This design comes from an exercise in tuning for small area and a short achievable clock period on the open sky130 flow, not from production work. In this exercise RTL edits were held to simulation tests only and were not proved equivalent to the original.

Setup of yarrow:
==> flow/design.v <==
`timescale 1ns / 1ps
module regfile(
	input wire			clk,
	input wire			we,
	input wire[4:0]		waddr,
	input wire[31:0]	wdata,
	input wire[4:0]		raddr1,
	output wire[31:0]	rdata1,
	input wire[4:0]		raddr2,
	output wire[31:0]	rdata2
);
reg[31:0] regs[1:31];
always @ (posedge clk) begin
	if (we && waddr != 5'd0)
		regs[waddr] <= wdata;
end
assign rdata1 = (raddr1 == 5'd0) ? 32'h0 : regs[raddr1];
assign rdata2 = (raddr2 == 5'd0) ? 32'h0 : regs[raddr2];
endmodule
`timescale 1ns / 1ps
module openmips(
	input wire		clk,
	input wire 		rst,
	input wire[31:0]	 rom_data_i,
	output wire[31:0] rom_addr_o,
	output wire			 rom_ce_o,
	input wire[31:0]	 ram_data_i,
	output wire[31:0] ram_addr_o,
	output wire[31:0] ram_data_o,
	output wire			 ram_we_o,
	output wire[3:0]	 ram_sel_o,
	output wire			 ram_ce_o
);
	reg			ce;
	reg[31:2]	pc_seq;		 
	reg[31:2]	ex_target;	 
	reg			ex_halt;	 
	wire		taken;
	wire[31:2]	fetch_pc = taken ? ex_target : pc_seq;
	assign rom_addr_o = {fetch_pc, 2'b00};
	assign rom_ce_o = ce;
	always @ (posedge clk) begin
		ce <= ~rst;
		if (~ce)
			pc_seq <= 30'd0;
		else
			pc_seq <= fetch_pc + {29'd0, ~ex_halt};
	end
	reg[31:0]	id_inst;
	reg			id_valid;
	always @ (posedge clk) begin
		id_inst <= rom_data_i;
		id_valid <= ce & ~rst;
	end
	wire[5:0]	op = id_inst[31:26];
	wire[4:0]	rs = id_inst[25:21];
	wire[4:0]	rt = id_inst[20:16];
	wire[4:0]	rd = id_inst[15:11];
	wire[4:0]	sa = id_inst[10:6];
	wire[5:0]	fn = id_inst[5:0];
	wire[15:0]	imm = id_inst[15:0];
	wire special = (op == 6'b000000);
	wire rtype = special & (sa == 5'd0);
	wire f_or   = rtype & (fn == 6'b100101);
	wire f_and  = rtype & (fn == 6'b100100);
	wire f_xor  = rtype & (fn == 6'b100110);
	wire f_nor  = rtype & (fn == 6'b100111);
	wire f_sllv = rtype & (fn == 6'b000100);
	wire f_srlv = rtype & (fn == 6'b000110);
	wire f_srav = rtype & (fn == 6'b000111);
	wire f_add  = rtype & (fn == 6'b100000);
	wire f_sub  = rtype & (fn == 6'b100010);
	wire shimm  = special & (rs == 5'd0);
	wire s_sll  = shimm & (fn == 6'b000000);
	wire s_srl  = shimm & (fn == 6'b000010);
	wire s_sra  = shimm & (fn == 6'b000011);
	wire i_ori  = (op == 6'b001101);
	wire i_andi = (op == 6'b001100);
	wire i_xori = (op == 6'b001110);
	wire i_lui  = (op == 6'b001111);
	wire i_addiu= (op == 6'b001001);
	wire i_slti = (op == 6'b011100);
	wire i_pref = (op == 6'b110011);
	wire i_halt = (op == 6'b111111);
	wire i_j    = (op == 6'b111000);
	wire i_beq  = (op == 6'b110000);
	wire i_bne  = (op == 6'b110001);
	wire i_bltz = (op == 6'b110010);
	wire i_lw   = (op == 6'b100011);
	wire i_sw   = (op == 6'b101011);
	wire r_alu = f_or | f_and | f_xor | f_nor | f_sllv | f_srlv | f_srav | f_add | f_sub;
	wire s_any = s_sll | s_srl | s_sra;
	wire i_alu = i_ori | i_andi | i_xori | i_lui | i_addiu | i_slti;
	wire wreg  = r_alu | s_any | i_alu | i_pref | i_lw;
	wire[4:0] wd = (i_alu | i_lw) ? rt : rd;
	wire		ex_wreg;
	wire[4:0]	ex_wd;
	wire[31:0]	ex_res;
	reg			mem_wreg;
	reg[4:0]	mem_wd;
	reg			mem_ce;
	reg[31:0]	mem_val;
	wire[31:0]	mem_res = mem_ce ? ram_data_i : mem_val;
	reg			wb_wreg;
	reg[4:0]	wb_wd;
	reg[31:0]	wb_data;
	wire[31:0]	rf1, rf2;
	regfile regfile(
		.clk(clk),
		.we(wb_wreg & ~rst),
		.waddr(wb_wd),
		.wdata(wb_data),
		.raddr1(rs),
		.rdata1(rf1),
		.raddr2(rt),
		.rdata2(rf2)
	);
	wire[31:0] rd1 = (rs != 5'd0 && wb_wreg && wb_wd == rs) ? wb_data : rf1;
	wire[31:0] rd2 = (rt != 5'd0 && wb_wreg && wb_wd == rt) ? wb_data : rf2;
	wire[31:0] fw1 = (ex_wreg && ex_wd == rs) ? ex_res :
					 (mem_wreg && mem_wd == rs) ? mem_res : rd1;
	wire[31:0] fw2 = (ex_wreg && ex_wd == rt) ? ex_res :
					 (mem_wreg && mem_wd == rt) ? mem_res : rd2;
	wire[31:0] opA = s_any ? {27'd0, sa} : fw1;
	wire[31:0] opB = i_alu ? {{16{imm[15]}}, imm} : fw2;
	wire[31:2] target = i_j ? {pc_seq[31:28], id_inst[25:0]}
						   : pc_seq + {{14{imm[15]}}, imm};
	wire v = id_valid & ~rst;
	reg[31:0]	ex_A, ex_B;
	reg[15:0]	ex_imm;
	reg			r_ex_wreg;
	reg[4:0]	r_ex_wd;
	reg[3:0]	ex_lut;		 
	reg			ex_arith, ex_sub, ex_slti;
	reg			ex_shift, ex_shl, ex_sra;
	reg			ex_ld, ex_st;
	reg			ex_beq, ex_bne, ex_bltz, ex_j;
	assign ex_wreg = r_ex_wreg;
	assign ex_wd = r_ex_wd;
	always @ (posedge clk) begin
		ex_A <= opA;
		ex_B <= opB;
		ex_imm <= imm;
		ex_target <= target;
		r_ex_wd <= wd;
		ex_lut <= (f_or | i_ori | i_lui) ? 4'b1110 :
				  (f_and | i_andi)       ? 4'b1000 :
				  (f_xor | i_xori)       ? 4'b0110 :
				  f_nor                  ? 4'b0001 :
				  i_sw                   ? 4'b1010 : 4'b0000;
		ex_arith <= f_add | i_addiu | f_sub;
		ex_sub <= f_sub | i_slti;
		ex_slti <= i_slti;
		ex_shift <= s_any | f_sllv | f_srlv | f_srav;
		ex_shl <= s_sll | f_sllv;
		ex_sra <= s_sra | f_srav;
		r_ex_wreg <= v & wreg;
		ex_ld <= v & i_lw;
		ex_st <= v & i_sw;
		ex_beq <= v & i_beq;
		ex_bne <= v & i_bne;
		ex_bltz <= v & i_bltz;
		ex_j <= v & i_j;
		ex_halt <= ~rst & (ex_halt | (id_valid & i_halt));
	end
	wire[31:0] A = ex_A;
	wire[31:0] B = ex_B;
	wire[31:0] lut_res = (~A & ~B & {32{ex_lut[0]}}) | (~A & B & {32{ex_lut[1]}})
					   | ( A & ~B & {32{ex_lut[2]}}) | ( A & B & {32{ex_lut[3]}});
	wire[32:0] sum33 = {A, ex_sub} + {B ^ {32{ex_sub}}, ex_sub};
	wire[31:0] sum = sum33[32:1];
	function [31:0] rev32(input [31:0] x);
		integer k;
		for (k = 0; k < 32; k = k + 1) rev32[k] = x[31-k];
	endfunction
	wire[31:0] sh_in = ex_shl ? rev32(B) : B;
	wire[63:0] sh_w = {{32{ex_sra & B[31]}}, sh_in} >> A[4:0];
	wire[31:0] sh_out = ex_shl ? rev32(sh_w[31:0]) : sh_w[31:0];
	assign ex_res = lut_res
				  | (sum & {32{ex_arith}})
				  | {31'd0, sum[31] & ex_slti}
				  | (sh_out & {32{ex_shift}});
	wire[31:0] ex_addr = A + {{16{ex_imm[15]}}, ex_imm};
	wire eq = (A == B);
	assign taken = ~ex_halt & (ex_j | (ex_beq & eq) | (ex_bne & ~eq) | (ex_bltz & A[31]));
	reg			mem_st;
	reg[31:0]	mem_addr;
	wire		go = ~rst & ~ex_halt;
	always @ (posedge clk) begin
		mem_wreg <= go & ex_wreg;
		mem_ce <= go & (ex_ld | ex_st);
		mem_st <= go & ex_st;
		mem_wd <= ex_wd;
		mem_val <= ex_res;
		mem_addr <= ex_addr;
	end
	assign ram_ce_o = mem_ce;
	assign ram_we_o = mem_st;
	assign ram_addr_o = mem_addr;
	assign ram_data_o = mem_val;
	assign ram_sel_o = 4'b1111;
	always @ (posedge clk) begin
		wb_wreg <= ~rst & mem_wreg;
		wb_wd <= mem_wd;
		wb_data <= mem_res;
	end
endmodule
Settings: LEC_CHECK=0, CAP_MARGIN=20, CORE_MARGIN=2, CORE_UTILIZATION=40, SLEW_MARGIN=20; clock period 9.5 ns.
run.sh (not shown) runs the stock make flow with config.mk's settings and CLKGATE_MAP_FILE= SYNTH_SCRIPT=/design/flow/synth_recipe.tcl, a recipe that flattens the netlist after the stock synthesis.
#### Input delta (sierra over yarrow)
Settings: setting SETUP_SLACK_MARGIN to 5 for the first time; setting TNS_END_PERCENT to 100 for the first time.
==> comparison <==
- yarrow vs sierra, slowest cell on the critical path: clkinv_1 vs dfxtp_4
- Of yarrow and sierra, yarrow shows the lower total of plain and repair buffers excluding clock buffers, with sierra above it.
- Comparing yarrow and sierra, maximum clock rate is lower on yarrow.
- yarrow -> sierra: largest net degree at the start of global routing increased by more than 10%
- All of yarrow and sierra finish clean.
- Worst setup slack was lower in the run labelled yarrow.

## port drivers added, routing unchanged
In the flow no input, the clock included, has a driving cell. The finished layouts below were timed again as built, in two steps. Step 1: set_driving_cell puts a clkbuf_16 on clk and a buf_2 on each other input, an assumption about the parent block. Step 2 moves the port delays by t, midway between the first and last clock arrival at a register: inputs arrive t later, outputs are due t later. That takes back most of the time a late clock gives input paths. Three values: no drivers, after step 1, after step 2; two values: the first two.
| run | shift t [ns] | setup WS [ns] | hold WS [ns] | worst setup path at the end | latest minus earliest clock arrival (ns) |
|---|---|---|---|---|---|
| yarrow | 0.863 | 1.710 / 1.630 / 2.493 | 0.391 / 0.391 / 0.391 | register to output | 0.037 / 0.037 |
| sierra | 0.874 | 4.200 / 4.116 / 4.206 | 0.394 / 0.394 / 0.394 | register to register | 0.035 / 0.036 |
After both steps every run listed still meets setup and hold.
